This design comes from an exercise in tuning for small area and a short achievable clock period on the open sky130 flow, not from production work. Function was checked by simulation only, so behaviour that the tests miss may differ from the original. Power figures rest on the tool's default switching activity, not on a simulated workload.

==> flow/design.v <==
module clock_divider #(parameter [17:0] TERM = 18'd0)(in_clk, sys_rst, rst, out_clk);
    input in_clk;
    input sys_rst;
    input rst;
    output reg out_clk;
    localparam [17:0] MASK = 18'h2aaaa;
    reg [17:0] q;
    wire [17:0] lfsr = q ^ MASK;
    wire term = (lfsr == TERM);
    wire [17:0] nxt = {lfsr[16:0], ~(lfsr[17] ^ lfsr[10])};
    always @(posedge in_clk) begin
        if (sys_rst | term)
            q <= MASK;
        else
            q <= nxt ^ MASK;
        if (sys_rst)
            out_clk <= 1'b0;
        else if (term)
            out_clk <= ~out_clk;
        else if (rst)
            out_clk <= 1'b0;
    end
endmodule
module note #(parameter HEIGHT0 = 100, HEIGHT1 = 100)(clk, sys_rst, gameclk, in_reset, o_yhigh, o_hs);
    input clk, sys_rst;
    input gameclk, in_reset;
    output reg [9:0] o_yhigh;
    output reg o_hs;
    function [9:0] inc10;    
        input [9:0] a;
        input c;
        integer i;
        reg k;
        begin
            k = c;
            for (i = 0; i < 10; i = i + 1) begin
                inc10[i] = a[i] ^ k;
                k = k & a[i];
            end
        end
    endfunction
    function le10;           
        input [9:0] a, b;
        integer i;
        reg k;
        begin
            k = 1'b1;
            for (i = 0; i < 10; i = i + 1)
                k = (~a[i] & b[i]) | ((~a[i] | b[i]) & k);
            le10 = k;
        end
    endfunction
    function [9:0] add10;    
        input [9:0] a, b;
        integer i;
        reg k;
        begin
            k = 1'b0;
            for (i = 0; i < 10; i = i + 1) begin
                add10[i] = a[i] ^ b[i] ^ k;
                k = (a[i] & b[i]) | (k & (a[i] | b[i]));
            end
        end
    endfunction
    localparam [9:0] END0 = 480 + HEIGHT1;
    localparam [9:0] END1 = 480 + HEIGHT0;
    wire last = o_hs ? ((o_yhigh & END1) == END1) : ((o_yhigh & END0) == END0);
    wire clr = sys_rst | (gameclk & (in_reset | last));
    always @(posedge clk) begin
        o_yhigh <= clr ? 10'd0 : inc10(o_yhigh, gameclk);
        o_hs <= (sys_rst | (gameclk & in_reset)) ? 1'b0 : o_hs ^ (gameclk & last);
    end
endmodule
module lane_score(clk, clr, up, dn, zero);
    input clk, clr, up, dn;
    output zero;
    reg [13:0] s;
    wire z1 = (s[12:1] == 12'd0);
    assign zero = z1 & ~s[13] & ~s[0];
    wire fwd_fb = s[13] ^ s[4] ^ s[2] ^ s[0] ^ (z1 & ~s[0]);
    wire bwd_fb = s[0] ^ s[5] ^ s[3] ^ s[1] ^ (z1 & ~s[13]);
    wire hold = ~up & ~dn;
    integer i;
    reg [13:0] n;
    always @(*) begin
        for (i = 0; i < 14; i = i + 1)
            n[i] = (up & (i == 0 ? fwd_fb : s[i-1])) | (dn & (i == 13 ? bwd_fb : s[i+1])) | (hold & s[i]);
    end
    always @(posedge clk) s <= clr ? 14'd0 : n;
endmodule
module display (clk, sys_rst, switchClk, rst, clr, up, dn, segval, whichseg);
    input clk, sys_rst;
    input switchClk;
    input rst, clr;
    input [4:0] up, dn;
    output reg [6:0] segval;
    output reg [3:0] whichseg;
    reg [1:0] cntr;
    reg [3:0] d0, d1, d2, d3;
    reg top;
    function [1:0] fa;       
        input a, b, c;
        fa = {(a & b) | (c & (a | b)), a ^ b ^ c};
    endfunction
    function [2:0] pc5;      
        input [4:0] v;
        reg [1:0] x, y;
        begin
            x = fa(v[0], v[1], v[2]);
            y = fa(x[0], v[3], v[4]);
            pc5 = {x[1] & y[1], x[1] ^ y[1], y[0]};
        end
    endfunction
    function [4:0] add4;     
        input [3:0] a, b;
        integer i;
        reg k;
        begin
            k = 1'b0;
            for (i = 0; i < 4; i = i + 1) begin
                add4[i] = a[i] ^ b[i] ^ k;
                k = (a[i] & b[i]) | (k & (a[i] | b[i]));
            end
            add4[4] = k;
        end
    endfunction
    function [3:0] dinc;     
        input [3:0] d;
        dinc = (d[3] & d[0]) ? 4'd0 : {d[3] ^ (d[2] & d[1] & d[0]), d[2] ^ (d[1] & d[0]), d[1] ^ d[0], ~d[0]};
    endfunction
    function [3:0] ddec;     
        input [3:0] d;
        ddec = (d == 4'd0) ? 4'd9 : {d[3] & (d[2] | d[1] | d[0]), d[2] ^ ~(d[1] | d[0]), d[1] ^ ~d[0], ~d[0]};
    endfunction
    wire [2:0] nup = pc5(up);
    wire [2:0] nndn = pc5(~dn);
    wire [4:0] s6 = add4({1'b0, nup}, {1'b0, nndn});
    wire [4:0] sum5 = add4(d0, s6[3:0]);
    reg [3:0] n0, n1, n2, n3;
    reg ntop;
    reg c0p, c0m, c1p, c1m, c2p, c2m, c3p, c3m;
    reg [4:0] t;
    always @(*) begin
        c0p = sum5[4] | (sum5[3] & sum5[2] & sum5[1] & sum5[0]);   
        c0m = ~sum5[4] & ~sum5[3] & ~(sum5[2] & (sum5[1] | sum5[0]));                                     
        t = add4(sum5[3:0], c0p ? 4'd1 : c0m ? 4'd5 : 4'd11);
        n0 = t[3:0];
        c1p = c0p & (d1 == 4'd9); c1m = c0m & (d1 == 4'd0);
        n1 = c0p ? dinc(d1) : c0m ? ddec(d1) : d1;
        c2p = c1p & (d2 == 4'd9); c2m = c1m & (d2 == 4'd0);
        n2 = c1p ? dinc(d2) : c1m ? ddec(d2) : d2;
        c3p = c2p & (d3 == 4'd9); c3m = c2m & (d3 == 4'd0);
        n3 = c2p ? dinc(d3) : c2m ? ddec(d3) : d3;
        ntop = top ^ c3p ^ c3m;
        if (ntop && n3 == 4'd6 && n2 == 4'd3 && n1 == 4'd8 && (n0[3] | n0[2])) begin
            ntop = 0; n3 = 0; n2 = 0; n1 = 0;
            t = add4(n0, 4'd12);
            n0 = t[3:0];
        end
        else if (c3m && !top) begin
            ntop = 1; n3 = 4'd6; n2 = 4'd3;
            n1 = (n0 == 4'd5) ? 4'd7 : 4'd8;
            t = add4(n0, (n0 == 4'd5) ? 4'd4 : 4'd10);
            n0 = t[3:0];
        end
    end
    always @(posedge clk) begin
        if (clr) begin
            d0 <= 0; d1 <= 0; d2 <= 0; d3 <= 0; top <= 0;
        end
        else begin
            d0 <= n0; d1 <= n1; d2 <= n2; d3 <= n3; top <= ntop;
        end
    end
    always @(*) begin
        case (cntr)
            2'd0: whichseg = 4'b0111;
            2'd1: whichseg = 4'b1011;
            2'd2: whichseg = 4'b1101;
            default: whichseg = 4'b1110;
        endcase
    end
    reg [3:0] dig;
    always @(*) begin
        case (cntr)
            2'd0: dig = d0;
            2'd1: dig = d1;
            2'd2: dig = d2;
            default: dig = d3;
        endcase
    end
    always @(*) begin
        case (dig)
            4'd0: segval = 7'b0000001;
            4'd1: segval = 7'b1001111;
            4'd2: segval = 7'b0010010;
            4'd3: segval = 7'b0000110;
            4'd4: segval = 7'b1001100;
            4'd5: segval = 7'b0100100;
            4'd6: segval = 7'b0100000;
            4'd7: segval = 7'b0001111;
            4'd8: segval = 7'b0000000;
            4'd9: segval = 7'b0000100;
            default: segval = 7'bxxxxxxx;
        endcase
    end
    always @(posedge clk) begin
        if (sys_rst)
            cntr <= 0;
        else if (switchClk)
            cntr <= rst ? 2'd0 : {cntr[1] ^ cntr[0], ~cntr[0]};
    end
endmodule
module vga_controller(clk, sys_rst, VGAclk, reset, hsync, vsync, o_q, o_rr, o_y);
    input clk, sys_rst;
    input VGAclk, reset;
    output hsync, vsync;
    output reg [2:0] o_q;
    output reg [6:0] o_rr;
    output reg [9:0] o_y;
    function [9:0] inc10;    
        input [9:0] a;
        input c;
        integer i;
        reg k;
        begin
            k = c;
            for (i = 0; i < 10; i = i + 1) begin
                inc10[i] = a[i] ^ k;
                k = k & a[i];
            end
        end
    endfunction
    function le10;           
        input [9:0] a, b;
        integer i;
        reg k;
        begin
            k = 1'b1;
            for (i = 0; i < 10; i = i + 1)
                k = (~a[i] & b[i]) | ((~a[i] | b[i]) & k);
            le10 = k;
        end
    endfunction
    function [9:0] add10;    
        input [9:0] a, b;
        integer i;
        reg k;
        begin
            k = 1'b0;
            for (i = 0; i < 10; i = i + 1) begin
                add10[i] = a[i] ^ b[i] ^ k;
                k = (a[i] & b[i]) | (k & (a[i] | b[i]));
            end
        end
    endfunction
    wire rlast = o_rr[6] & o_rr[5] & o_rr[2] & o_rr[0];           
    wire hlast = (o_q == 3'd7) && (o_rr == 7'd23);                  
    wire vlast = o_y[9] & o_y[3] & o_y[2];                          
    assign hsync = ~((o_q == 3'd5 && le10(10'd83, {3'b0, o_rr})) || (o_q == 3'd6 && le10({3'b0, o_rr}, 10'd77)));
    assign vsync = ~(le10(10'd489, o_y) && le10(o_y, 10'd491));
    always @(posedge clk) begin
        if (sys_rst) begin
            o_q <= 3'd7;
            o_rr <= 7'd40;
            o_y <= 0;
        end
        else if (VGAclk) begin
            if (hlast)
                o_rr <= 7'd40;
            else if (rlast)
                o_rr <= 7'd0;
            else
                o_rr <= inc10({3'b0, o_rr}, 1'b1);
            if (rlast)
                o_q <= inc10({7'b0, o_q}, 1'b1);
            if (hlast)
                o_y <= vlast ? 10'd0 : inc10(o_y, 1'b1);
            else if (reset)
                o_y <= 0;
        end
    end
endmodule
module guitar_hero(clk, rst, btnRst, sw, hsync, vsync, buzzer, r, g, b, o_segval, o_whichseg);
    input clk, rst, btnRst;
    input [4:0] sw;
    output hsync, vsync;
    output reg [2:0] r, g;
    output reg [1:0] b;
    output [3:0] o_whichseg;
    output [6:0] o_segval;
    output reg buzzer;
    function [9:0] inc10;    
        input [9:0] a;
        input c;
        integer i;
        reg k;
        begin
            k = c;
            for (i = 0; i < 10; i = i + 1) begin
                inc10[i] = a[i] ^ k;
                k = k & a[i];
            end
        end
    endfunction
    function le10;           
        input [9:0] a, b;
        integer i;
        reg k;
        begin
            k = 1'b1;
            for (i = 0; i < 10; i = i + 1)
                k = (~a[i] & b[i]) | ((~a[i] | b[i]) & k);
            le10 = k;
        end
    endfunction
    function [9:0] add10;    
        input [9:0] a, b;
        integer i;
        reg k;
        begin
            k = 1'b0;
            for (i = 0; i < 10; i = i + 1) begin
                add10[i] = a[i] ^ b[i] ^ k;
                k = (a[i] & b[i]) | (k & (a[i] | b[i]));
            end
        end
    endfunction
    wire reset;
    wire a3, b3, c4, d4, e4;
    wire [2:0] q;
    wire [6:0] rr;
    wire [9:0] y;
    reg [3:0] rstHist;
    assign reset = ~rstHist[3] & ~rstHist[2] & rstHist[1] & rstHist[0];
    reg [6:0] c100;
    reg [4:0] c25;
    reg vga_out, game_out, disp_out;
    wire vga_tc  = c100[0];
    wire game_tc = c100[6] & c100[5] & c100[1] & c100[0];    
    wire disp_tc = game_tc & c25[4] & c25[3];               
    wire VGAclk    = ~vga_out & vga_tc;
    wire gameclk   = ~game_out & game_tc;
    wire switchClk = ~disp_out & disp_tc;
    always @(posedge clk) begin
        if (rst) begin
            c100 <= 0;
            c25 <= 0;
        end
        else begin
            c100 <= game_tc ? 7'd0 : inc10({3'b0, c100}, 1'b1);
            if (game_tc)
                c25 <= (c25[4] & c25[3]) ? 5'd0 : inc10({5'b0, c25}, 1'b1);
        end
    end
    always @(posedge clk) begin
        if (rst) begin
            vga_out <= 0;
            game_out <= 0;
            disp_out <= 0;
        end
        else begin
            vga_out  <= vga_tc  ? ~vga_out  : vga_out  & ~reset;
            game_out <= game_tc ? ~game_out : game_out & ~reset;
            disp_out <= disp_tc ? ~disp_out : disp_out & ~reset;
        end
    end
    always @(posedge clk) begin
        if (rst)
            rstHist <= 4'b0000;
        else if (gameclk)
            rstHist <= {rstHist[2], rstHist[1], rstHist[0], btnRst};
    end
    vga_controller vga (.clk(clk), .sys_rst(rst), .VGAclk(VGAclk), .reset(reset), .hsync(hsync), .vsync(vsync), .o_q(q), .o_rr(rr), .o_y(y));
    wire [9:0] yh1, yh2, yh3, yh4, yh5;
    wire hs1, hs2, hs3, hs4, hs5;
    note #(73, 133)  note1 (.clk(clk), .sys_rst(rst), .gameclk(gameclk), .in_reset(reset), .o_yhigh(yh1), .o_hs(hs1));
    note #(123, 67)  note2 (.clk(clk), .sys_rst(rst), .gameclk(gameclk), .in_reset(reset), .o_yhigh(yh2), .o_hs(hs2));
    note #(53, 180)  note3 (.clk(clk), .sys_rst(rst), .gameclk(gameclk), .in_reset(reset), .o_yhigh(yh3), .o_hs(hs3));
    note #(152, 43)  note4 (.clk(clk), .sys_rst(rst), .gameclk(gameclk), .in_reset(reset), .o_yhigh(yh4), .o_hs(hs4));
    note #(85, 115)  note5 (.clk(clk), .sys_rst(rst), .gameclk(gameclk), .in_reset(reset), .o_yhigh(yh5), .o_hs(hs5));
    clock_divider #(18'h1c37e) play_a3 (.in_clk(clk), .sys_rst(rst), .rst(reset), .out_clk(a3));
    clock_divider #(18'h36a3b) play_b3 (.in_clk(clk), .sys_rst(rst), .rst(reset), .out_clk(b3));
    clock_divider #(18'h07c8d) play_c4 (.in_clk(clk), .sys_rst(rst), .rst(reset), .out_clk(c4));
    clock_divider #(18'h1e197) play_d4 (.in_clk(clk), .sys_rst(rst), .rst(reset), .out_clk(d4));
    clock_divider #(18'h06577) play_e4 (.in_clk(clk), .sys_rst(rst), .rst(reset), .out_clk(e4));
    wire noterr = le10(10'd12, {3'b0, rr}) && le10({3'b0, rr}, 10'd92);
    reg [9:0] syh;
    reg [7:0] sh;
    reg inn;
    always @(*) begin
        inn = noterr;
        case (q)
            3'd0: begin syh = yh1; sh = hs1 ? 8'd73  : 8'd133; end
            3'd1: begin syh = yh2; sh = hs2 ? 8'd123 : 8'd67;  end
            3'd2: begin syh = yh3; sh = hs3 ? 8'd53  : 8'd180; end
            3'd3: begin syh = yh4; sh = hs4 ? 8'd152 : 8'd43;  end
            3'd4: begin syh = yh5; sh = hs5 ? 8'd85  : 8'd115; end
            default: begin syh = 10'bx; sh = 8'bx; inn = 1'b0; end
        endcase
    end
    wire innote = inn && le10({2'b00, sh}, syh) && le10(y, syh) && le10(syh, add10(y, {2'b00, sh}));
    wire vline = le10(y, 10'd431) && le10({3'b0, rr}, 10'd2) && (q != 3'd6) && (q != 3'd7);
    wire hline = le10(10'd430, y) && le10(y, 10'd432) && ((q == 3'd0 && rr != 7'd0) || (q != 3'd0 && q != 3'd5 && q != 3'd6 && q != 3'd7) || (q == 3'd5 && rr[6:1] == 6'd0));
    wire bline = le10(10'd360, y) && le10(y, 10'd362);
    always @ (*) begin
        if (vline || hline) begin
            r = 3'b011; g = 3'b011; b = 2'b01;
        end
        else if (bline) begin
            r = 3'b111; g = 3'b111; b = 2'b11;
        end
        else if (!le10(y, 10'd432) || !innote) begin
            r = 3'b000; g = 3'b000; b = 2'b00;
        end
        else begin
            case (q)
                3'd0: begin r = 3'b111; g = 3'b000; b = 2'b00; end
                3'd1: begin r = 3'b000; g = 3'b000; b = 2'b11; end
                3'd2: begin r = 3'b000; g = 3'b111; b = 2'b00; end
                3'd3: begin r = 3'b111; g = 3'b111; b = 2'b00; end
                default: begin r = 3'b111; g = 3'b000; b = 2'b11; end
            endcase
        end
    end
    wire win1 = le10(10'd362, yh1) && (hs1 ? le10(yh1, 10'd433) : le10(yh1, 10'd493));
    wire win2 = le10(10'd362, yh2) && (hs2 ? le10(yh2, 10'd483) : le10(yh2, 10'd427));
    wire win3 = le10(10'd362, yh3) && (hs3 ? le10(yh3, 10'd413) : le10(yh3, 10'd540));
    wire win4 = le10(10'd362, yh4) && (hs4 ? le10(yh4, 10'd512) : le10(yh4, 10'd403));
    wire win5 = le10(10'd362, yh5) && (hs5 ? le10(yh5, 10'd445) : le10(yh5, 10'd475));
    wire [4:0] win = {win1, win2, win3, win4, win5};
    wire tick = gameclk & ~reset;
    wire sclr = rst | (gameclk & reset);
    wire [4:0] nz;
    wire nz_n1, nz_n2, nz_n3, nz_n4, nz_n5;
    wire [4:0] up = {5{tick}} & sw & win;
    wire [4:0] dn = {5{tick}} & sw & ~win & nz;
    lane_score s1 (.clk(clk), .clr(sclr), .up(up[4]), .dn(dn[4]), .zero(nz_n1));
    lane_score s2 (.clk(clk), .clr(sclr), .up(up[3]), .dn(dn[3]), .zero(nz_n2));
    lane_score s3 (.clk(clk), .clr(sclr), .up(up[2]), .dn(dn[2]), .zero(nz_n3));
    lane_score s4 (.clk(clk), .clr(sclr), .up(up[1]), .dn(dn[1]), .zero(nz_n4));
    lane_score s5 (.clk(clk), .clr(sclr), .up(up[0]), .dn(dn[0]), .zero(nz_n5));
    assign nz = ~{nz_n1, nz_n2, nz_n3, nz_n4, nz_n5};
    display disp(.clk(clk), .sys_rst(rst), .switchClk(switchClk), .rst(reset), .clr(sclr), .up(up), .dn(dn), .segval(o_segval), .whichseg(o_whichseg));
    always @ (*) begin
        casez (sw)
            5'b1????: buzzer = a3;
            5'b01???: buzzer = b3;
            5'b001??: buzzer = c4;
            5'b0001?: buzzer = d4;
            5'b00001: buzzer = e4;
            default : buzzer = 1'b1;
        endcase
    end
endmodule
==> flow/flow/run.sh <==
#!/bin/bash
# Own layout flow: the standard ORFS flow, with two changes.
#  - Synthesis maps the logic with an area-oriented ABC script
#    (flow/abc_area.script) and without the full/half-adder extraction.
#    Registers are mapped before ABC runs, so they are the standard
#    synthesis's (same names, count and cells).
#  - The ports get buf_4 buffers instead of the flow's default choice.
# Each tool's output goes to a log file of its own in this folder.
set -euo pipefail
HERE=$(pwd)
mkdir -p scripts_shadow
for f in "$FLOW_HOME"/scripts/*; do
    ln -sf "$f" scripts_shadow/
done
rm -f scripts_shadow/abc_speed.script
cp flow/abc_area.script scripts_shadow/abc_speed.script

bash standard.sh SCRIPTS_DIR="$HERE/scripts_shadow" ADDER_MAP_FILE= \
    BUFFER_PORTS_ARGS="-buffer_cell sky130_fd_sc_hd__buf_4" synth > synth.log 2>&1
bash standard.sh SCRIPTS_DIR="$HERE/scripts_shadow" ADDER_MAP_FILE= \
    BUFFER_PORTS_ARGS="-buffer_cell sky130_fd_sc_hd__buf_4" finish > layout.log 2>&1
==> flow/flow/abc_area.script <==
&get -n
&st
&syn2
&dch -f
&nf -a -R 1000
&st
&syn2
&dch -f
&nf -a -R 1000
&st
&dch -f
&nf -a -R 1000
&put
==> flow/standard.sh <==
#!/bin/bash
# synth_recipe.tcl (not shown) runs the flow's synth.tcl, then flattens the netlist and writes it again
# the make line also repeats each setting of config.mk as NAME=value (left out here)
make -C /OpenROAD-flow-scripts/flow DESIGN_CONFIG=/design/flow/config.mk WORK_HOME=/design/flow/orfs CLKGATE_MAP_FILE= SYNTH_SCRIPT=/design/flow/synth_recipe.tcl "${@:-finish}"
==> flow/config.mk <==
export PLATFORM = sky130hd
export DESIGN_NAME = guitar_hero
export DESIGN_NICKNAME = guitar_hero
export VERILOG_FILES = /design/flow/design.v
export SDC_FILE = /design/flow/constraint.sdc
export NUM_CORES = 4
export LEC_CHECK = 0
export ABC_CLOCK_PERIOD_IN_PS = 50000
export CAP_MARGIN = 20
export CORE_MARGIN = 2
export CORE_UTILIZATION = 40
export SLEW_MARGIN = 20
==> flow/constraint.sdc <==
create_clock -name core_clock -period 90.0 [get_ports {clk}]
set_input_delay 18.0000 -clock core_clock [delete_from_list [all_inputs] [get_ports {clk}]]
set_output_delay 18.0000 -clock core_clock [all_outputs]
set_load 0.01 [all_outputs]
==> flow_summary.toml, run 1 <==
[synth]
synth_warnings = 14
synth_ff_type = "dfxtp_1"
synth-edff-count = 0
synthesis.area_sq_mm = 0.01253
synth_nets = 1526
synth_xor_area_share_pct = 5.662
synth.distinct_cells = 58
ys_seq_area_share_pct = 44.41
synth_top_family_by_area = "simple AND/OR/NAND/NOR gates"
synth_mux_area_share_pct = 0.3994
synth_top_area_share_pct = 44.41
yosysTopAreaCell = "dfxtp_1"
synthCells = 1518
synth_compound_area_share_pct = 21.22
synth-seq-cells = 278
synthSimpleGateAreaFrac_pct = 26.43
synth_fa_ha_area_share_pct = 0.7988
postSynthAreaPerCell_sq_um = 8.255
synth_area_leaders = "dfxtp_1 (44%), nor2_1 (6.9%), a21oi_1 (6.2%)"
async_flop_share_pct = 0

[detailed_routing]
drt_wl_total_mm = 30.25
drc = 0
vias_per_cell = 5.650
vias = 11370
avgRoutedWirePerCell_um = 15.04
dr.pass1.iters = 9
drt_iter0_drc = 1081
ant_nets = 0

[floorplan]
die_y_um = 181.0
die_area_sq_mm = 0.03276
initial_utilization_pct = 40.75
io_pins = 30
die_x_um = 181.0
fp-row-count = 64
coreArea_sq_mm = 0.03075

[layout]
layout_common_cells = "dfxtp_1 (278), nor2_1 (229), nand2_1 (181)"
fin_nets = 1600
diodes = 0
synthToLayoutAreaGrowth_pct = 15.51
drive_above_1_share_pct = 6.064
final_common_cell = "dfxtp_1"

[cts]
cts-root-buf = "clkbuf_16"
path_clk_slew_ns = 0.06
clock_latency_ns = 0.53
ctsResizeCount = 0
cts_setup_buffers = 0
clock-sinks = 278
h-tree-depth = 2
hold_buffers = 0
cts_buffers = 34
cts_buffer_depth = 3
tritoncts = "done"

[critical_path]
cp_slowest_stage_delay_ns = 0.15
cp_common_cell = "a21oi_1"
start_kind = "primary input"
critPathRequiredTime_ns = 72.00
crit_path_top_delay_cell = "o21ai_0"
path_class = "in2out"
worstPathArrival_ns = 18.86
path_cells = "buf_4, a21oi_1, a21oi_1, nor2_1, a21oi_1, nor2_1, a21oi_1, o21ai_0, buf_4"
crit_path_max_fanout = 3
cp-end-kind = "output pin"

[power]
p_per_area_mw_per_mm2 = 18.14
p_leak_uw = 0.005042
vdd_drop_max_mv = 0.01323

[timing]
slew_viol_final = 0
max_freq_ghz = 0.02713
fin_tns_setup_ns = 0
relSlewSlack_pct = 33.05
rsz0062_at_grt = "false"
min_period_over_period_pct = 40.95
worst_slew_pin_slew_ns = 0.9937
finalClockSkew_ns = 0.02280
finalHoldViolCount = 0
fin_crit_ns = 36.86
holdWs_ns = 0.3741
setup_ws_ns = 53.14
setup_viol = 0

[grt]
grt-ovfl-total = 0
grt_pass1_vias = 10430
grt_pass1_wl_mm = 51.69
antenna_found_initial = 0
grt_max_degree = 78
groute.usage.overall_pct = 18.43

[hold_path]
min_path_type = "reg2reg"

[run]
cap_violations = 0

[placement]
dpl.hpwl_mm = 20.85
place.port_buffers = 29
post-place-ws_ns = 53.15
gp_congestion = 0.8244

[run_status]
status = "timing/DRC/antenna clean"
kinds of logic after synthesis:
logic type / Yosys count
buf+inv: 34
flops: 278
compound gates: 410
mux: 5
fa+ha+maj: 10
xor+xnor: 81
simple gates: 700
report_power, final:
group | switching, uW | internal [uW]
sequential | 0.461 | 124
clock | 55.0 | 79.7
combinational | 2.77 | 0.893
synthesized netlist by cell type, types with 3 or more instances:
cell	count
dfxtp_1	278
nor2_1	230
nand2_1	181
a21oi_1	156
xnor2_1	65
nor3_1	62
o21ai_0	58
a22oi_1	45
a222oi_1	43
and3_1	35
clkinv_1	32
nand3_1	32
nor4_1	25
o22ai_1	21
and2_0	20
nor2b_1	19
or2_0	17
nand2b_1	16
nand4_1	16
xor2_1	16
a31oi_1	15
a211oi_1	12
o21a_1	11
maj3_1	10
nand3b_1	10
nor3b_1	9
or3_1	9
mux2i_1	5
nand4b_1	5
o31ai_1	5
a2111oi_0	4
a21o_1	4
a221oi_1	4
nor4b_1	4
o31a_1	4
o211a_1	3
o32ai_1	3
routing by layer:
| layer | vias up | part of all wire [%] | track usage (%) |
|---|---|---|---|
| li1 | 5748 | - | - |
| met3 | 34 | 4.4 | 2.661 |
| met2 | 258 | 45 | 29.57 |
| met1 | 5327 | 49 | 26.29 |
| met4 | 0 | 1.5 | 4.098 |
| met5 | - | 0 | 0 |
path summary, 6_finish.rpt:
| check | depth (start not counted) | end | slack [ns] | startpoint |
|---|---|---|---|---|
| setup / recovery | 9 | buzzer | 53.14 | sw[0] |
| setup reg to reg | 30 | disp.d0[3] | 81.68 | c100[0] |
| hold reg to reg | 1 | play_a3.q[15] | 0.37 | play_a3.q[14] |
| hold / removal | 1 | play_a3.q[15] | 0.37 | play_a3.q[14] |
cell type report:
cell class                      count  area, sq um
Timing Repair Buffer               40        300.3
Clock inverter                     15        185.2
Tap cell                          396        495.5
Fill cell                        3041        16280
Sequential cell                   278         5565
Inverter                           32        120.1
Clock buffer                       45        962.2
Multi-Input combinational cell   1206         6845
stage by stage:
| step | util, % | instance area [sq um] | total power [uW] | cells |
|---|---|---|---|---|
| CTS | 47.06 | 14470 | 266.4 | 2012 |
| floorplan | - | 12530 | 128.8 | 1518 |
| global route | 47.07 | 14470 | 271.9 | 2012 |
| finish | 47.07 | 14470 | 262.6 | 2012 |
| global placement | 43.33 | 13320 | 130.6 | 1952 |
| detailed placement | 43.33 | 13320 | 130.6 | 1952 |
critical path: cells and delay by family:
kind | cells | cell delay [ns]
compound gates | 5 | 0.41
simple gates | 2 | 0.17
buf+inv | 2 | 0.27
state kept, by name, summed over array words and instances (netlist names), 14 cells and up:
register	flops
play_a3.q	18
play_b3.q	18
play_c4.q	18
play_d4.q	18
play_e4.q	18
s1.s	14
s2.s	14
s3.s	14
s4.s	14
s5.s	14
==> run 2, diff against run 1 <==
==> flow/run.sh (new file) <==
#!/bin/bash
# synth_recipe.tcl (not shown) runs the flow's synth.tcl, then flattens the netlist and writes it again
# the make line also repeats each setting of config.mk as NAME=value (left out here)
make -C /OpenROAD-flow-scripts/flow DESIGN_CONFIG=/design/flow/config.mk WORK_HOME=/design/flow/orfs CLKGATE_MAP_FILE= SYNTH_SCRIPT=/design/flow/synth_recipe.tcl finish
removed: flow/flow/run.sh
removed: flow/flow/abc_area.script
removed: flow/standard.sh
==> flow_summary.toml, run 2 <==
[power]
clkPwrFrac_pct = 52.7
pwr-share-seq_pct = 45.8
comb_power_share_pct = 1.5
intPower_uw = 216.9
switching_power_uw = 54.68
p_per_area_mw_per_mm2 = 16.82
p_sw_share_pct = 20.14
vdd_drop_max_mv = 0.01437
p_leak_uw = 0.006237

[synth]
synth_warnings = 14
yosysTopAreaCell = "dfxtp_1"
ys_seq_area_share_pct = 38.84
postSynthAreaPerCell_sq_um = 8.748
yosysMostFrequentCell = "dfxtp_1"
synth-edff-count = 0
synth_nets = 1770
synth_area_leaders = "dfxtp_1 (39%), ha_1 (9.2%), nand2_1 (4.6%)"
yosys-top-cells-count = "dfxtp_1 (278), nand2_1 (177), nor2_1 (144), a21oi_1 (132), ha_1 (105)"
synth.distinct_cells = 87
synthCells = 1638
synth_ff_type = "dfxtp_1"
synth_top_area_share_pct = 38.84
synthesis.area_sq_mm = 0.01433
synth-seq-cells = 278
async_flop_share_pct = 0

[detailed_routing]
drt_iter0_drc = 809
ant_nets = 0
dr.pass1.iters = 6
drt_wl_total_mm = 32.56
avgRoutedWirePerCell_um = 15.34
vias_per_cell = 5.512
drc = 0
vias = 11700

[grt]
grt_max_degree = 72
antenna_found_initial = 0
grt_pass1_wl_mm = 54.68
groute.usage.overall_pct = 16.93
grt-ovfl-total = 0
grt_pass1_vias = 11110

[timing]
worst_slew_pin_slew_ns = 1.043
slew_viol_final = 0
finalClockSkew_ns = 0.007474
fin_crit_ns = 37.61
max_freq_ghz = 0.02659
finalHoldViolCount = 0
setup_viol = 0
rsz0062_at_grt = "false"
fin_tns_setup_ns = 0
relSlewSlack_pct = 30.28
holdWs_ns = 0.3743
setup_ws_ns = 52.39
min_period_over_period_pct = 41.79

[cts]
clock_latency_ns = 0.57
h-tree-depth = 1
path_clk_slew_ns = 0.06
clock-sinks = 278
tritoncts = "done"
cts_setup_buffers = 0
cts_buffers = 31
hold_buffers = 0
cts_buffer_depth = 3
ctsResizeCount = 0
cts-root-buf = "clkbuf_16"

[floorplan]
die_x_um = 193.3
initial_utilization_pct = 40.48
io_pins = 30
die_y_um = 193.3
die_area_sq_mm = 0.03736
fp-row-count = 69
coreArea_sq_mm = 0.03540

[placement]
post-place-ws_ns = 52.40
dpl.hpwl_mm = 23.24
gp_congestion = 0.8540
place.port_buffers = 29

[layout]
synthToLayoutAreaGrowth_pct = 12.66
fill_cells = 3467
fin_nets = 1771
diodes = 0
multi_input_area_sq_mm = 0.008152
final_common_cell = "dfxtp_1"
drive_above_1_share_pct = 5.596
layout_common_cells = "dfxtp_1 (278), nand2_1 (177), nor2_1 (144)"
register_area_sq_mm = 0.005565

[hold_path]
whs_endpoint = "play_e4.q[1]"
min_path_type = "reg2reg"
holdPathStages = 1
min_from = "play_e4.q[0]"

[critical_path]
path_cells = "clkdlybuf4s50_1, a21oi_1, a21oi_1, o21ai_0, mux2i_1, o21ai_0, clkdlybuf4s50_1"
r2r-end = "disp.d0[3]"
r2r_cells = 33
reg2reg_slack_ns = 80.47
crit_path_top_delay_cell = "clkdlybuf4s50_1"
crit_path_max_fanout = 3
worstPathArrival_ns = 19.61
path_class = "in2out"
r2r_start = "c100[0]"
cp-end-kind = "output pin"
start_kind = "primary input"
critPathRequiredTime_ns = 72.00
cp_slowest_stage_delay_ns = 0.56

[run_status]
status = "timing/DRC/antenna clean"

[run]
cap_violations = 0
[run 2: cell types whose count changed after synthesis, moves of 29 or more]
cell / delta
ha_1: +105
nor2_1: -86
inv_1: +83
and2_1: +53
clkbuf_1: +53
nor3_1: -36
a222oi_1: -33
clkinv_1: -31
xnor2_1: -31
a22oi_1: +29
[run 2: final cells by class]
class	instances	share of cell area, %
inverters	84	1.953
clock buffers	41	5.472
flip-flops and latches	278	34.47
clock inverters	15	1.852
repair buffers	38	2.186
multi-input cells	1206	50.49
well taps	461	3.573
[run 2: power by group through the flow]
stage          Combinational (uW)  Sequential, uW  Clock (uW)
6_report                     4.06             124         143
3_5_place_dp                 4.12             127           0
3_3_place_gp                 4.09             127           0
4_1_cts                      4.13             124         146
5_1_grt                      4.67             124         152
2_1_floorplan                3.02             127           0
[run 2: how the worst max path moves through the flow]
stage          start     end  depth (start not counted)
2_1_floorplan  sw[0]  buzzer                          5
5_1_grt        sw[0]  buzzer                          7
3_3_place_gp   sw[1]  buzzer                          7
3_5_place_dp   sw[0]  buzzer                          7
6_report       sw[0]  buzzer                          7
4_1_cts        sw[0]  buzzer                          7
[run 2: cell families (layout without fill, tap and decap cells)]
kind of cell | Yosys count | after routing | synth area share, %
adders and majority gates | 128 | 128 | 12.13
AOI/OAI and AO/OA | 425 | 425 | 20.24
and+or+nand+nor | 591 | 591 | 20.45
muxes | 15 | 15 | 1.153
DFF | 278 | 278 | 38.84
buffers and inverters | 154 | 178 | 4.322
xor gates and xnor gates | 47 | 47 | 2.873
[run 2: stage by stage]
step | power (uW) | area (sq um) | cells | util [%]
6_report | 271.5 | 16140 | 2123 | 45.61
5_1_grt | 281.1 | 16140 | 2123 | 45.61
3_5_place_dp | 131.3 | 14960 | 2067 | 42.27
2_1_floorplan | 129.9 | 14330 | 1638 | -
3_3_place_gp | 131.2 | 14960 | 2067 | 42.27
4_1_cts | 275.0 | 16140 | 2123 | 45.61
[run 2: worst max-delay path: cells and delay by family]
kind	cells	cell delay, ns
buffers and inverters	2	1.01
AOI/OAI and AO/OA	4	0.51
muxes	1	0.09
[run 2: routing by layer]
| layer | vias to the layer above | global-route usage (%) | part of all wire (%) |
|---|---|---|---|
| li1 | 5873 | - | - |
| met1 | 5562 | 22.98 | 48 |
| met2 | 223 | 28.31 | 46 |
| met3 | 45 | 2.284 | 3.9 |
| met4 | 0 | 4.467 | 2.1 |
| met5 | - | 0 | 0 |
==> run 3, diff against run 2 <==
--- a/flow/design.v
+++ b/flow/design.v
@@ -71,22 +71,62 @@
         o_hs <= (sys_rst | (gameclk & in_reset)) ? 1'b0 : o_hs ^ (gameclk & last);
     end
 endmodule
-module lane_score(clk, clr, up, dn, zero);
-    input clk, clr, up, dn;
-    output zero;
-    reg [13:0] s;
-    wire z1 = (s[12:1] == 12'd0);
-    assign zero = z1 & ~s[13] & ~s[0];
-    wire fwd_fb = s[13] ^ s[4] ^ s[2] ^ s[0] ^ (z1 & ~s[0]);
-    wire bwd_fb = s[0] ^ s[5] ^ s[3] ^ s[1] ^ (z1 & ~s[13]);
-    wire hold = ~up & ~dn;
-    integer i;
-    reg [13:0] n;
+module lane_ring(clk, sys_rst, clr, up, dn, nz);
+    input clk, sys_rst, clr;
+    input [4:0] up, dn;
+    output reg [4:0] nz;
+    reg [69:0] ring;
+    reg [3:0] b;             
+    reg [2:0] l;             
+    reg [9:0] op;            
+    reg [1:0] act;           
+    reg c;                   
+    reg nzacc;               
+    wire first = (b == 4'd0);
+    wire last = b[3] & b[2] & b[0];      
+    wire llast = l[2];                   
+    reg [1:0] opl;
     always @(*) begin
-        for (i = 0; i < 14; i = i + 1)
-            n[i] = (up & (i == 0 ? fwd_fb : s[i-1])) | (dn & (i == 13 ? bwd_fb : s[i+1])) | (hold & s[i]);
+        case (l)
+            3'd0: opl = op[1:0];
+            3'd1: opl = op[3:2];
+            3'd2: opl = op[5:4];
+            3'd3: opl = op[7:6];
+            default: opl = op[9:8];
+        endcase
+    end
+    wire [1:0] cur = first ? opl : act;
+    wire cin = first ? (opl[0] ^ opl[1]) : c;
+    wire h = ring[69];
+    wire out = ~(cur[1] & cur[0]) & (h ^ cin);
+    integer j;
+    always @(posedge clk) begin
+        ring <= {ring[68:0], out};
+        act <= cur;
+        c <= cin & (h ^ cur[1]);
+        nzacc <= out | (nzacc & ~first);
+        if (sys_rst) begin
+            b <= 4'd0;
+            l <= 3'd0;
+        end
+        else begin
+            b <= last ? 4'd0 : {b[3] ^ (b[2] & b[1] & b[0]), b[2] ^ (b[1] & b[0]), b[1] ^ b[0], ~b[0]};
+            if (last)
+                l <= llast ? 3'd0 : {l[1] & l[0], l[1] ^ l[0], ~l[0]};
+        end
+        for (j = 0; j < 5; j = j + 1) begin
+            if (clr)
+                op[2*j +: 2] <= 2'b11;
+            else if (up[j] | dn[j])
+                op[2*j +: 2] <= {dn[j], up[j]};
+            else if (first && l == j)
+                op[2*j +: 2] <= 2'b00;
+            if (clr)
+                nz[j] <= 1'b0;
+            else if (last && l == j)
+                nz[j] <= nzacc | out;
+        end
     end
-    always @(posedge clk) s <= clr ? 14'd0 : n;
 endmodule
 module display (clk, sys_rst, switchClk, rst, clr, up, dn, segval, whichseg);
     input clk, sys_rst;
@@ -429,18 +469,12 @@
     wire win4 = le10(10'd362, yh4) && (hs4 ? le10(yh4, 10'd512) : le10(yh4, 10'd403));
     wire win5 = le10(10'd362, yh5) && (hs5 ? le10(yh5, 10'd445) : le10(yh5, 10'd475));
     wire [4:0] win = {win1, win2, win3, win4, win5};
+    wire [4:0] nz;
     wire tick = gameclk & ~reset;
     wire sclr = rst | (gameclk & reset);
-    wire [4:0] nz;
-    wire nz_n1, nz_n2, nz_n3, nz_n4, nz_n5;
     wire [4:0] up = {5{tick}} & sw & win;
     wire [4:0] dn = {5{tick}} & sw & ~win & nz;
-    lane_score s1 (.clk(clk), .clr(sclr), .up(up[4]), .dn(dn[4]), .zero(nz_n1));
-    lane_score s2 (.clk(clk), .clr(sclr), .up(up[3]), .dn(dn[3]), .zero(nz_n2));
-    lane_score s3 (.clk(clk), .clr(sclr), .up(up[2]), .dn(dn[2]), .zero(nz_n3));
-    lane_score s4 (.clk(clk), .clr(sclr), .up(up[1]), .dn(dn[1]), .zero(nz_n4));
-    lane_score s5 (.clk(clk), .clr(sclr), .up(up[0]), .dn(dn[0]), .zero(nz_n5));
-    assign nz = ~{nz_n1, nz_n2, nz_n3, nz_n4, nz_n5};
+    lane_ring lanes (.clk(clk), .sys_rst(rst), .clr(sclr), .up(up), .dn(dn), .nz(nz));
     display disp(.clk(clk), .sys_rst(rst), .switchClk(switchClk), .rst(reset), .clr(sclr), .up(up), .dn(dn), .segval(o_segval), .whichseg(o_whichseg));
     always @ (*) begin
         casez (sw)
==> flow/flow/run.sh (new file) <==
#!/bin/bash
# Own layout flow: the standard ORFS flow, with two changes.
#  - Synthesis maps the logic with an area-oriented ABC script
#    (flow/abc_area.script) and without the full/half-adder extraction.
#    Registers are mapped before ABC runs, so they are the standard
#    synthesis's (same names, count and cells).
#  - The ports get buf_4 buffers instead of the flow's default choice.
#  - Timing repair aims at a setup slack of 60 ns: only the path from sw to
#    buzzer (input and output delays 18 ns each) is below that, so only its
#    cells are resized.
# Each tool's output goes to a log file of its own in this folder.
set -euo pipefail
HERE=$(pwd)
mkdir -p scripts_shadow
for f in "$FLOW_HOME"/scripts/*; do
    ln -sf "$f" scripts_shadow/
done
rm -f scripts_shadow/abc_speed.script
cp flow/abc_area.script scripts_shadow/abc_speed.script

bash standard.sh SCRIPTS_DIR="$HERE/scripts_shadow" ADDER_MAP_FILE= SETUP_SLACK_MARGIN=60 \
    BUFFER_PORTS_ARGS="-buffer_cell sky130_fd_sc_hd__buf_4" synth > synth.log 2>&1
bash standard.sh SCRIPTS_DIR="$HERE/scripts_shadow" ADDER_MAP_FILE= SETUP_SLACK_MARGIN=60 \
    BUFFER_PORTS_ARGS="-buffer_cell sky130_fd_sc_hd__buf_4" finish > layout.log 2>&1
==> flow/flow/abc_area.script (new file) <==
&get -n
&st
&syn2
&dch -f
&nf -a -R 1000
&st
&syn2
&dch -f
&nf -a -R 1000
&st
&dch -f
&nf -a -R 1000
&put
==> flow/standard.sh (new file) <==
#!/bin/bash
# synth_recipe.tcl (not shown) runs the flow's synth.tcl, then flattens the netlist and writes it again
# the make line also repeats each setting of config.mk as NAME=value (left out here)
make -C /OpenROAD-flow-scripts/flow DESIGN_CONFIG=/design/flow/config.mk WORK_HOME=/design/flow/orfs CLKGATE_MAP_FILE= SYNTH_SCRIPT=/design/flow/synth_recipe.tcl "${@:-finish}"
removed: flow/run.sh
==> flow_summary.toml, run 3 <==
[run_status]
status = "timing/DRC/antenna clean"

[synth]
synth_xor_area_share_pct = 3.942
synth_nets = 1406
synth_compound_area_share_pct = 16.33
synth_top_area_share_pct = 50.72
ys_seq_area_share_pct = 50.72
yosysTopAreaCell = "dfxtp_1"
synth.distinct_cells = 62
synth_mux_area_share_pct = 0.3337
async_flop_share_pct = 0
synth-edff-count = 0
postSynthAreaPerCell_sq_um = 8.583
synthCells = 1398
synth_top_family_by_area = "simple AND/OR/NAND/NOR gates"
synth-seq-cells = 304
yosys-top-cells-count = "dfxtp_1 (304), nor2_1 (229), nand2_1 (176), a21oi_1 (111), nor3_1 (71)"
synth_fa_ha_area_share_pct = 0.7508
synthesis.area_sq_mm = 0.01200
synthSimpleGateAreaFrac_pct = 26.92
synth_warnings = 14
yosysMostFrequentCell = "dfxtp_1"
synth_area_leaders = "dfxtp_1 (51%), nor2_1 (7.2%), nand2_1 (5.5%)"
synth_ff_type = "dfxtp_1"

[timing]
relSlewSlack_pct = 36.03
fin_crit_ns = 36.91
rsz0062_at_grt = "true"
fin_tns_setup_ns = 0
setup_ws_ns = 53.09
finalClockSkew_ns = 0.01380
slew_viol_final = 0
max_freq_ghz = 0.02709
min_period_over_period_pct = 41.01
worst_slew_pin_slew_ns = 0.9560
holdWs_ns = 0.3203
finalHoldViolCount = 0
setup_viol = 0

[grt]
grt_max_degree = 37
grt_pass1_vias = 9381
antenna_found_initial = 0
grt-ovfl-total = 0
grt_pass1_wl_mm = 46.60
groute.usage.overall_pct = 17.93

[layout]
drive_above_1_share_pct = 6.250
layout_common_cells = "dfxtp_1 (304), nor2_1 (228), nand2_1 (176)"
registers.top_by_ff_count = "lanes.ring"
fill_cells = 2884
final_common_cell = "dfxtp_1"
fin_nets = 1472
diodes = 0
largest_register_ffs = 70
synthToLayoutAreaGrowth_pct = 15.50

[floorplan]
initial_utilization_pct = 40.59
die_area_sq_mm = 0.03140
die_y_um = 177.2
coreArea_sq_mm = 0.02956
die_x_um = 177.2
fp-row-count = 63
io_pins = 30

[detailed_routing]
vias_per_cell = 5.415
drt_iter0_drc = 737
drc = 0
ant_nets = 0
dr.pass1.iters = 5
drt_wl_total_mm = 28.00
avgRoutedWirePerCell_um = 14.91
vias = 10170

[cts]
hold_buffers = 0
clock_latency_ns = 0.57
cts_buffers = 31
cts_buffer_depth = 3
tritoncts = "done"
cts-root-buf = "clkbuf_16"
h-tree-depth = 1
path_clk_slew_ns = 0.06
clock-sinks = 304

[hold_path]
min_path_type = "reg2reg"

[placement]
place.port_buffers = 29
dpl.hpwl_mm = 19.66
post-place-ws_ns = 52.83
gp_congestion = 0.8302

[critical_path]
path_cells = "buf_8, nor2_4, a221oi_2, a21oi_1, nor2_1, a21oi_2, o21ai_2, buf_4"
path_class = "in2out"
cp-end-kind = "output pin"
worstPathArrival_ns = 18.91
critPathRequiredTime_ns = 72.00
crit_path_max_fanout = 3
start_kind = "primary input"
cp_slowest_stage_delay_ns = 0.25
crit_path_top_delay_cell = "a21oi_2"

[power]
p_per_area_mw_per_mm2 = 20.93
p_leak_uw = 0.005130
power_uw = 290.1
vdd_drop_max_mv = 0.02045

[run]
cap_violations = 0
run 3: cell count changes in the layout (fill, tap and decap cells not counted), sizes merged, moves of 24 or more:
cell,previous run,this run
ha,105,0
dfxtp,278,304
nor2,144,229
nor3,28,71
a22oi,74,15
and2,53,20
and3,13,37
clkinv,5,38
clkdlybuf4s50,28,0
inv,84,1
buf,10,35
run 3: routing by layer:
metal | vias up | GRT usage, % | part of all wire, %
li1 | 5143 | - | -
met1 | 4787 | 25.44 | 50
met2 | 203 | 28.73 | 43
met3 | 36 | 2.771 | 4.7
met4 | 0 | 3.960 | 2.0
met5 | - | 0 | 0
run 3: stage by stage:
stage,cells,util [%],cell area (sq um)
3_3_place_gp,1820,43.09,12740
4_1_cts,1878,46.88,13860
3_5_place_dp,1820,43.09,12740
6_report,1878,46.88,13860
5_1_grt,1878,46.88,13860
2_1_floorplan,1398,-,12010
run 3: final timing paths:
kind	from	endpoint	slack, ns	depth (start not counted)
worst max register to register	c100[0]	disp.d1[2]	81.62	28
worst min-delay path	lanes.ring[54]	lanes.ring[55]	0.32	0
worst max-delay path	sw[1]	buzzer	53.09	8
worst min register to register	lanes.ring[54]	lanes.ring[55]	0.32	0
run 3: layout make-up:
type | instances | area [sq um] | share of cell area [%]
clock inverter | 18 | 239.0 | 1.724
clock buffer | 39 | 855.8 | 6.176
multi-input combinational | 1064 | 5814 | 41.96
sequential | 304 | 6086 | 43.91
tap | 390 | 488.0 | 3.521
inverter | 28 | 105.1 | 0.7584
timing repair buffer | 35 | 270.3 | 1.950
run 3: kinds of logic (layout without fill, tap and decap cells):
group / after synthesis / count (layout)
and+or+nand+nor: 689 / 689
AOI/OAI and AO/OA: 308 / 308
xor gates and xnor gates: 54 / 54
adders and majority gates: 9 / 9
buffers and inverters: 30 / 120
DFF: 304 / 304
muxes: 4 / 4
run 3: what timing repair did:
action / CTS / global route
gates cloned: 0 / 0
buffers inserted: 1 / 0
pin swaps: 4 / 2
gates resized for setup: 5 / 0
setup endpoints to repair: 1 / 1
run 3: worst max-delay path, delay by kind of cell:
family | cells | cell delay (ns)
simple gates | 2 | 0.16
compound gates | 4 | 0.50
buf+inv | 2 | 0.24
run 3: power breakdown:
group          internal (uW)  switching (uW)
registers                144            2.74
logic                   2.27            4.73
clock network           81.8            54.5
==> run 4, diff against run 3 <==
--- a/flow/flow/run.sh
+++ b/flow/flow/run.sh
@@ -1,5 +1,5 @@
 #!/bin/bash
-# Own layout flow: the standard ORFS flow, with two changes.
+# Own layout flow: the standard ORFS flow, with three changes.
 #  - Synthesis maps the logic with an area-oriented ABC script
 #    (flow/abc_area.script) and without the full/half-adder extraction.
 #    Registers are mapped before ABC runs, so they are the standard
==> flow/flow/abc_area.script (replaced) <==
strash
dch -f
amap
strash
dch -f
amap
strash
dch -f
amap
topo
--- a/flow/config.mk
+++ b/flow/config.mk
@@ -9,4 +9,6 @@
 export CAP_MARGIN = 20
 export CORE_MARGIN = 2
 export CORE_UTILIZATION = 40
+export CTS_BUF_LIST = sky130_fd_sc_hd__clkbuf_4
+export CTS_CLUSTER_SIZE = 20
 export SLEW_MARGIN = 20
==> flow_summary.toml, run 4 <==
[grt]
grt-ovfl-total = 0
grt_max_degree = 31
grt_pass1_vias = 9633
grt_util_met2_pct = 28.33
grt_use_met1_pct = 23.69
use_met3_pct = 4.459
antenna_found_initial = 2
groute.usage.overall_pct = 18.15
grt_pass1_wl_mm = 46.30
gr-max-usage-layer = "met2"

[synth]
async_flop_share_pct = 0
synthSimpleGateAreaFrac_pct = 23.77
synth-edff-count = 0
synth_xor_area_share_pct = 0.07441
yosys-top-cells-count = "nor2_1 (338), dfxtp_1 (304), clkinv_1 (181), nand2_1 (126), o21ai_0 (78)"
synth_nets = 1477
synth_area_leaders = "dfxtp_1 (52%), nor2_1 (11%), clkinv_1 (5.8%)"
synth_mux_area_share_pct = 0
synthCells = 1469
synthesis.area_sq_mm = 0.01177
yosysTopAreaCell = "dfxtp_1"
synth_ff_type = "dfxtp_1"
ys_seq_area_share_pct = 51.71
yosysMostFrequentCell = "nor2_1"
synth_top_area_share_pct = 51.71
synth.distinct_cells = 47
synth_fa_ha_area_share_pct = 0
synth-seq-cells = 304
synth_top_family_by_area = "simple AND/OR/NAND/NOR gates"
synth_compound_area_share_pct = 18.55
postSynthAreaPerCell_sq_um = 8.012
synth_warnings = 14

[power]
clkPwrFrac_pct = 42.0
p_per_area_mw_per_mm2 = 19.70
p_leak_uw = 0.004744
switching_power_uw = 62.72
p_sw_share_pct = 23.72
pwr-share-seq_pct = 54.5
power_uw = 264.4
vdd_drop_max_mv = 0.01471
intPower_uw = 201.7
comb_power_share_pct = 3.6

[cts]
cts_buffers = 78
path_clk_slew_ns = 0.06
cts-root-buf = "clkbuf_4"
clock_latency_ns = 0.70
tritoncts = "done"
h-tree-depth = 3
clock-sinks = 304
cts_buffer_depth = 3
hold_buffers = 0

[floorplan]
die_x_um = 175.5
die_y_um = 175.5
fp-row-count = 62
die_area_sq_mm = 0.03081
initial_utilization_pct = 40.79
io_pins = 30
coreArea_sq_mm = 0.02886

[detailed_routing]
vias = 10360
drc = 0
ant_nets = 0
drt_wl_total_mm = 27.18
vias_per_cell = 5.149
avgRoutedWirePerCell_um = 13.51
drt_iter0_drc = 669
dr.pass1.iters = 5

[layout]
synthToLayoutAreaGrowth_pct = 14.02
registers.top_by_ff_count = "lanes.ring"
layout_common_cells = "nor2_1 (338), dfxtp_1 (304), clkinv_1 (187)"
multi_input_area_sq_mm = 0.004997
register_area_sq_mm = 0.006086
drive_above_1_share_pct = 9.471
fin_nets = 1589
largest_register_ffs = 70
fill_cells = 2933
final_common_cell = "nor2_1"

[timing]
relSlewSlack_pct = 30.22
worst_slew_pin_slew_ns = 1.034
fin_crit_ns = 36.81
finalClockSkew_ns = 0.04592
setup_viol = 0
fin_tns_setup_ns = 0
finalHoldViolCount = 0
min_period_over_period_pct = 40.90
slew_viol_final = 0
max_freq_ghz = 0.02717
rsz0062_at_grt = "true"

[critical_path]
critPathRequiredTime_ns = 72.00
crit_path_max_fanout = 4
cp_slowest_stage_delay_ns = 0.23
start_kind = "primary input"
path_cells = "buf_4, o32ai_2, o22ai_1, o22ai_1, o21ai_1, buf_4"
crit_path_top_delay_cell = "o32ai_2"
cp-end-kind = "output pin"
worstPathArrival_ns = 18.81
path_class = "in2out"

[run_status]
status = "timing/DRC/antenna clean"

[hold_path]
min_path_type = "reg2reg"

[run]
cap_violations = 0

[placement]
place.port_buffers = 29
dpl.hpwl_mm = 19.61
gp_congestion = 0.8525
==> run 4: cell types whose count changed after synthesis, moves of 13 or more <==
cell / change
nor3_1: -25
a21oi_1: -42
nand2_1: -50
o22ai_1: +13
xnor2_1: -35
and3_1: -31
nor2_1: +109
a211oi_1: +34
xor2_1: -18
o21ai_0: +31
and2_0: -15
clkinv_1: +153
==> run 4: area by class of cell <==
class	count	share of cell area, %
Antenna cell	2	0.03729
Clock buffer	111	6.209
Clock inverter	14	0.6246
Inverter	181	5.062
Multi-Input combinational cell	982	37.24
Sequential cell	304	45.35
Tap cell	384	3.580
Timing Repair Buffer	34	1.902
==> run 4: cell families (layout without fill, tap and decap cells) <==
group,count (synthesis),in the layout
flip-flops,304,304
other,0,2
AO/OA/AOI/OAI,335,335
XOR/XNOR,1,1
AND/OR/NAND/NOR,646,646
buffers and inverters,183,340
==> run 4: worst paths after layout <==
check        depth (start not counted)  slack [ns]        startpoint             end
max reg2reg                         37       82.01  note3.o_yhigh[2]      disp.d1[3]
min reg2reg                          0        0.31    lanes.ring[15]  lanes.ring[16]
min                                  0        0.31    lanes.ring[15]  lanes.ring[16]
max                                  6       53.19             sw[1]          buzzer
==> run 4: worst max-delay path, delay by kind of cell <==
kind	cells	cell delay [ns]
AOI/OAI and AO/OA	4	0.54
buffers and inverters	2	0.27
==> run 4: power by group through the flow <==
stage,clock network [uW],logic [uW],registers (uW)
finish,111,9.44,144
detailed placement,0,9.41,147
CTS,116,9.47,144
floorplan,0,6.64,146
global route,123,10.8,145
global placement,0,9.32,147
==> run 4: per-layer routing <==
layer  up-vias  part of all wire [%]
li1       5410                     -
met1      4666                    47
met2       216                    45
met3        68                   4.6
met4         0                   3.3
met5         -                     0
==> run 4: metrics by stage <==
| step | instance area, sq um | setup slack (ns) | util, % | std cells | hold WS, ns |
|---|---|---|---|---|---|
| after floorplan | 11770 | 53.42 | - | 1469 | 0.3096 |
| after global placement | 12490 | 53.14 | 43.28 | 1885 | 0.3126 |
| after detailed placement | 12490 | 53.16 | 43.28 | 1885 | 0.3121 |
| after CTS | 13420 | 53.18 | 46.49 | 2010 | 0.2988 |
| after global routing | 13420 | 53.14 | 46.50 | 2011 | 0.3124 |
| final | 13420 | 53.19 | 46.51 | 2012 | 0.3137 |
==> run 4: what timing repair did <==
item	4_1_cts	5_1_grt
buffers inserted	0	0
endpoints found under the setup margin	1	1
resized for setup	1	0
==> run 5, diff against run 4 <==
--- a/flow/config.mk
+++ b/flow/config.mk
@@ -9,6 +9,5 @@
 export CAP_MARGIN = 20
 export CORE_MARGIN = 2
 export CORE_UTILIZATION = 40
-export CTS_BUF_LIST = sky130_fd_sc_hd__clkbuf_4
-export CTS_CLUSTER_SIZE = 20
+export CTS_BUF_LIST = sky130_fd_sc_hd__clkbuf_4 sky130_fd_sc_hd__clkbuf_8
 export SLEW_MARGIN = 20
==> flow_summary.toml, run 5 <==
[grt]
grt_pass1_vias = 9450
groute.usage.overall_pct = 17.80
grt-ovfl-total = 0
grt_pass1_wl_mm = 45.82
grt_max_degree = 31
antenna_found_initial = 1

[cts]
cts_buffer_depth = 3
clock_latency_ns = 0.59
h-tree-depth = 2
cts-root-buf = "clkbuf_8"
tritoncts = "done"
path_clk_slew_ns = 0.06
cts_buffers = 49
clock-sinks = 304

[critical_path]
start_kind = "primary input"
crit_path_max_fanout = 4
worstPathArrival_ns = 18.80
path_class = "in2out"
critPathRequiredTime_ns = 72.00
cp-end-kind = "output pin"
r2r_cells = 37

[layout]
fin_nets = 1560
registers.top_by_ff_count = "lanes.ring"
layout_common_cells = "nor2_1 (338), dfxtp_1 (304), clkinv_1 (181)"
fin_area_sq_mm = 0.01353
final_common_cell = "nor2_1"
synthToLayoutAreaGrowth_pct = 14.97
largest_register_ffs = 70
drive_above_1_share_pct = 7.683

[synth]
postSynthAreaPerCell_sq_um = 8.012
yosys-top-cells-count = "nor2_1 (338), dfxtp_1 (304), clkinv_1 (181), nand2_1 (126), o21ai_0 (78)"
synthCells = 1469
synth_nets = 1477
yosysMostFrequentCell = "nor2_1"
synth_warnings = 14
synthesis.area_sq_mm = 0.01177
synth-seq-cells = 304
yosysTopAreaCell = "dfxtp_1"
synth.distinct_cells = 47
synth-edff-count = 0
ys_seq_area_share_pct = 51.71
async_flop_share_pct = 0
synth_ff_type = "dfxtp_1"
synth_top_area_share_pct = 51.71
synth_area_leaders = "dfxtp_1 (52%), nor2_1 (11%), clkinv_1 (5.8%)"

[placement]
postPlaceCellArea_sq_mm = 0.01249
dpl.hpwl_mm = 19.61
gp_congestion = 0.8525
place.port_buffers = 29
post-place-ws_ns = 53.16

[floorplan]
die_x_um = 175.5
die_y_um = 175.5
fp-row-count = 62
die_area_sq_mm = 0.03081
coreArea_sq_mm = 0.02886
initial_utilization_pct = 40.79
io_pins = 30

[run_status]
status = "timing/DRC/antenna clean"

[timing]
fin_crit_ns = 36.80
finalClockSkew_ns = 0.04087
worst_slew_pin_slew_ns = 1.007
relSlewSlack_pct = 32.03
max_freq_ghz = 0.02717
slew_viol_final = 0
setup_viol = 0
setup_ws_ns = 53.20
min_period_over_period_pct = 40.89
finalHoldViolCount = 0
fin_tns_setup_ns = 0
rsz0062_at_grt = "true"

[detailed_routing]
vias_per_cell = 5.174
dr.pass1.iters = 8
drt_iter0_drc = 658
avgRoutedWirePerCell_um = 13.67
ant_nets = 0
drc = 0
drt_wl_total_mm = 26.97
vias = 10210

[power]
vdd_drop_max_mv = 0.01655
power_uw = 274.8
p_leak_uw = 0.004748
p_per_area_mw_per_mm2 = 20.31

[hold_path]
min_path_type = "reg2reg"
holdPathStages = 0

[run]
cap_violations = 0
==> run 5: cell counts after synthesis <==
Identical to the previous run, type by type.
==> run 5: cell type report <==
cell class | instances | area [sq um]
clock buffer | 75 | 950.9
fill | 2905 | 15330
tap | 384 | 480.5
sequential | 304 | 6086
timing repair buffer | 34 | 255.2
antenna | 1 | 2.502
clock inverter | 12 | 80.08
multi-input combinational | 982 | 4997
inverter | 181 | 679.4
==> run 5: where the power goes <==
part | internal [uW] | leakage, uW | total, uW | switching, uW
sequential | 142 | 0.00247 | 144 | 2.22
combinational | 3.08 | 0.00172 | 9.42 | 6.34
clock | 67.8 | 0.000554 | 121 | 53.5
total | 213 | 0.00475 | 275 | 62.0
==> run 5: per-stage QoR <==
step           instances  hold slack [ns]  util (%)
5_1_grt             1972           0.3192     46.88
4_1_cts             1972           0.3190     46.88
3_3_place_gp        1885           0.3126     43.28
6_report            1973           0.3205     46.89
2_1_floorplan       1469           0.3096         -
3_5_place_dp        1885           0.3121     43.28
==> run 5: metal layers <==
| layer | up-vias | global-route usage (%) | part of all wire (%) |
|---|---|---|---|
| met4 | 0 | 7.059 | 3.1 |
| met1 | 4618 | 23.59 | 47 |
| met2 | 209 | 28.59 | 45 |
| li1 | 5328 | - | - |
| met5 | - | 0 | 0 |
| met3 | 54 | 3.506 | 4.8 |
==> run 5: repair_timing <==
item	in CTS	in global routing
pin swaps	0	0
hold buffers	0	0
setup buffers	0	0
endpoints found under the setup margin	1	1
gates resized for setup	1	0
endpoints found under the hold margin	0	0
==> run 5: final timing paths <==
kind / startpoint / endpoint / slack, ns
max: sw[1] / buzzer / 53.20
min: lanes.ring[0] / lanes.ring[1] / 0.32
min reg2reg: lanes.ring[0] / lanes.ring[1] / 0.32
max reg2reg: note3.o_yhigh[2] / disp.d1[3] / 82.07
==> run 5: logic make-up (layout without fill, tap and decap cells) <==
group / count (synthesis) / after routing / synth area share [%]
AND/OR/NAND/NOR: 646 / 646 / 23.77
AO/OA/AOI/OAI: 335 / 335 / 18.55
flip-flops: 304 / 304 / 51.71
buffers and inverters: 183 / 302 / 5.900
XOR/XNOR: 1 / 1 / 0.07443
other: 0 / 1 / 0
==> run 5: worst max-delay path, stage by stage <==
cell	delay (ns)
buf_4	0.13
o32ai_2	0.23
o22ai_1	0.10
o22ai_1	0.14
o21ai_1	0.07
buf_4	0.14
==> run 6, diff against run 5 <==
==> flow/flow/run.sh (replaced) <==
#!/bin/bash
# Own layout flow: the standard ORFS flow, with two changes.
#  - Synthesis maps the logic with an area-oriented ABC script
#    (flow/abc_area.script) and without the full/half-adder extraction.
#    Registers are mapped before ABC runs, so they are the standard
#    synthesis's (same names, count and cells).
#  - The ports get buf_4 buffers instead of the flow's default choice.
# Each tool's output goes to a log file of its own in this folder.
set -euo pipefail
HERE=$(pwd)
mkdir -p scripts_shadow
for f in "$FLOW_HOME"/scripts/*; do
    ln -sf "$f" scripts_shadow/
done
rm -f scripts_shadow/abc_speed.script
cp flow/abc_area.script scripts_shadow/abc_speed.script

bash standard.sh SCRIPTS_DIR="$HERE/scripts_shadow" ADDER_MAP_FILE= \
    BUFFER_PORTS_ARGS="-buffer_cell sky130_fd_sc_hd__buf_4" synth > synth.log 2>&1
bash standard.sh SCRIPTS_DIR="$HERE/scripts_shadow" ADDER_MAP_FILE= \
    BUFFER_PORTS_ARGS="-buffer_cell sky130_fd_sc_hd__buf_4" finish > layout.log 2>&1
==> flow/flow/abc_area.script (replaced) <==
&get -n
&st
&syn2
&dch -f
&nf -a -R 1000
&st
&syn2
&dch -f
&nf -a -R 1000
&st
&dch -f
&nf -a -R 1000
&put
--- a/flow/config.mk
+++ b/flow/config.mk
@@ -9,5 +9,4 @@
 export CAP_MARGIN = 20
 export CORE_MARGIN = 2
 export CORE_UTILIZATION = 40
-export CTS_BUF_LIST = sky130_fd_sc_hd__clkbuf_4 sky130_fd_sc_hd__clkbuf_8
 export SLEW_MARGIN = 20
==> flow_summary.toml, run 6 <==
[grt]
antenna_found_initial = 0
grt_pass1_wl_mm = 45.71
grt_pass1_vias = 9215
grt_max_degree = 53
groute.usage.overall_pct = 17.41
grt-ovfl-total = 0

[floorplan]
io_pins = 30
die_y_um = 177.2
die_x_um = 177.2
die_area_sq_mm = 0.03140
fp-row-count = 63
coreArea_sq_mm = 0.02956
initial_utilization_pct = 40.59

[synth]
yosysTopAreaCell = "dfxtp_1"
synthCells = 1398
synth_ff_type = "dfxtp_1"
synth-seq-cells = 304
synth_top_area_share_pct = 50.72
async_flop_share_pct = 0
yosysMostFrequentCell = "dfxtp_1"
synth_nets = 1406
ys_seq_area_share_pct = 50.72
synth-edff-count = 0
synth.distinct_cells = 62
synth_area_leaders = "dfxtp_1 (51%), nor2_1 (7.2%), nand2_1 (5.5%)"
synthesis.area_sq_mm = 0.01200
synth_warnings = 14
yosys-top-cells-count = "dfxtp_1 (304), nor2_1 (229), nand2_1 (176), a21oi_1 (111), nor3_1 (71)"
postSynthAreaPerCell_sq_um = 8.583

[power]
clkPwrFrac_pct = 46.7
p_leak_uw = 0.005123
p_sw_share_pct = 21.17
comb_power_share_pct = 2.4
vdd_drop_max_mv = 0.01794
switching_power_uw = 60.97
pwr-share-seq_pct = 50.9
p_per_area_mw_per_mm2 = 20.83
intPower_uw = 227.1

[critical_path]
cp_slowest_stage_delay_ns = 0.27
critPathTopFamily = "compound AO/OA/AOI/OAI gates"
crit_path_max_fanout = 4
path_class = "in2out"
critPathBufInv = 2
r2r_start = "c100[0]"
critPathRequiredTime_ns = 72.00
crit_path_top_delay_cell = "a221oi_1"
startpoint = "sw[1]"
cp-end-kind = "output pin"
worstPathArrival_ns = 19.07
start_kind = "primary input"
reg2reg_slack_ns = 81.57
path_cells = "buf_4, a221oi_1, a21oi_1, nor2_1, a21oi_1, o21ai_0, buf_4"

[timing]
rsz0062_at_grt = "false"
max_freq_ghz = 0.02698
fin_tns_setup_ns = 0
worst_slew_pin_slew_ns = 0.8972
relSlewSlack_pct = 39.97
holdWs_ns = 0.3223
fin_crit_ns = 37.07
slew_viol_final = 0
min_period_over_period_pct = 41.19
finalHoldViolCount = 0
setup_viol = 0
finalClockSkew_ns = 0.02688

[detailed_routing]
drt_wl_total_mm = 27.14
vias = 10090
avgRoutedWirePerCell_um = 14.46
drc = 0
vias_per_cell = 5.376
drt_iter0_drc = 807
ant_nets = 0
dr.pass1.iters = 6

[cts]
clock_latency_ns = 0.59
tritoncts = "done"
cts_setup_buffers = 0
clock-sinks = 304
h-tree-depth = 1
cts-root-buf = "clkbuf_16"
cts_buffer_depth = 3
hold_buffers = 0
cts_buffers = 31
path_clk_slew_ns = 0.06
ctsResizeCount = 0

[layout]
register_area_sq_mm = 0.006086
drive_above_1_share_pct = 5.918
layout_common_cells = "dfxtp_1 (304), nor2_1 (229), nand2_1 (176)"
multi_input_area_sq_mm = 0.005793
synthToLayoutAreaGrowth_pct = 15.21
final_common_cell = "dfxtp_1"
fin_nets = 1472
fill_cells = 2894
diodes = 0
largest_register_ffs = 70
registers.top_by_ff_count = "lanes.ring"

[hold_path]
min_path_type = "reg2reg"
min_from = "lanes.ring[21]"

[run_status]
status = "timing/DRC/antenna clean"

[placement]
gp_congestion = 0.8468
place.port_buffers = 29
dpl.hpwl_mm = 18.95

[run]
cap_violations = 0
## run 6: changes by cell type in the layout (fill, tap and decap cells not counted), sizes merged, moves of 13 or more
cell / before / now
a211oi: 45 / 11
a21oi: 69 / 111
and2: 5 / 20
and3: 6 / 37
clkbuf: 75 / 45
clkinv: 190 / 33
nand2: 126 / 176
nor2: 338 / 229
nor3: 46 / 71
o21ai: 78 / 47
o22ai: 31 / 18
xnor2: 0 / 35
xor2: 1 / 19
## run 6: power by group through the flow
stage / registers (uW) / clock network, uW / logic [uW]
6_report: 147 / 134 / 6.82
5_1_grt: 148 / 143 / 7.72
4_1_cts: 147 / 138 / 6.91
3_5_place_dp: 150 / 0 / 6.88
3_3_place_gp: 150 / 0 / 6.83
2_1_floorplan: 149 / 0 / 4.49
## run 6: layer usage
metal / vias to the layer above / part of all wire, % / GRT usage, %
met4: 0 / 2.1 / 4.649
met5: - / 0 / 0
li1: 5142 / - / -
met2: 228 / 42 / 26.75
met3: 36 / 5.5 / 2.706
met1: 4685 / 50 / 25.31
## run 6: cell families after synthesis
group | synth area share, %
XOR/XNOR | 3.942
AND/OR/NAND/NOR | 26.92
AO/OA/AOI/OAI | 16.33
buffers and inverters | 1.001
adder cells (fa/ha/maj) | 0.7508
flip-flops | 50.72
multiplexers | 0.3337
## run 6: worst register-to-register path: cells and delay by family (launching register included)
kind	cells	cell delay [ns]
simple gates	17	5.26
compound gates	3	0.88
xor+xnor	5	1.09
buf+inv	2	0.30
fa+ha+maj	1	0.37
flops	1	0.41
## run 6: metrics by stage
| stage | cell area [sq um] | utilization [%] | power, uW | instances | setup WS, ns |
|---|---|---|---|---|---|
| floorplan | 12000 | - | 153.1 | 1398 | 53.27 |
| global placement | 12730 | 43.08 | 156.7 | 1821 | 52.91 |
| detailed placement | 12730 | 43.08 | 156.4 | 1821 | 52.93 |
| CTS | 13820 | 46.77 | 291.7 | 1877 | 52.92 |
| global route | 13820 | 46.77 | 298.5 | 1877 | 52.85 |
| finish | 13820 | 46.77 | 288.0 | 1877 | 52.93 |
## run 6: cell type report
cell class | instances | area share (%)
Tap cell | 390 | 3.530
Sequential cell | 304 | 44.02
Clock inverter | 11 | 1.095
Inverter | 28 | 0.7603
Clock buffer | 45 | 6.788
Timing Repair Buffer | 35 | 1.901
Multi-Input combinational cell | 1064 | 41.90
## run 6: final timing paths
check	to	depth (start not counted)
hold / removal	lanes.ring[22]	0
setup reg to reg	disp.d1[1]	28
setup / recovery	buzzer	7
hold reg to reg	lanes.ring[22]	0

separate check: timing with driven ports:
In the flow no input, the clock included, has a driving cell. The finished layouts below were timed again as built, in two steps.
Step 1: set_driving_cell puts a clkbuf_16 on clk and a buf_2 on each other input, an assumption about the parent block.
Step 2 also shifts input and output timing later by t, the mid clock arrival at the registers, as if the neighbouring blocks saw the same clock.
Three values: ideal ports, drivers, drivers and shift; two values: the first two.
| run | t (ns) | slack for setup (ns) |
|---|---|---|
| run 1 | 0.567 | 53.143 / 53.121 / 53.121 |
| run 2 | 0.612 | 52.393 / 52.372 / 52.372 |
| run 3 | 0.616 | 53.087 / 53.045 / 53.045 |
| run 4 | 0.720 | 53.194 / 53.172 / 53.172 |
| run 5 | 0.617 | 53.196 / 53.174 / 53.174 |
| run 6 | 0.621 | 52.933 / 52.878 / 52.878 |
After both steps every run listed still meets setup and hold.
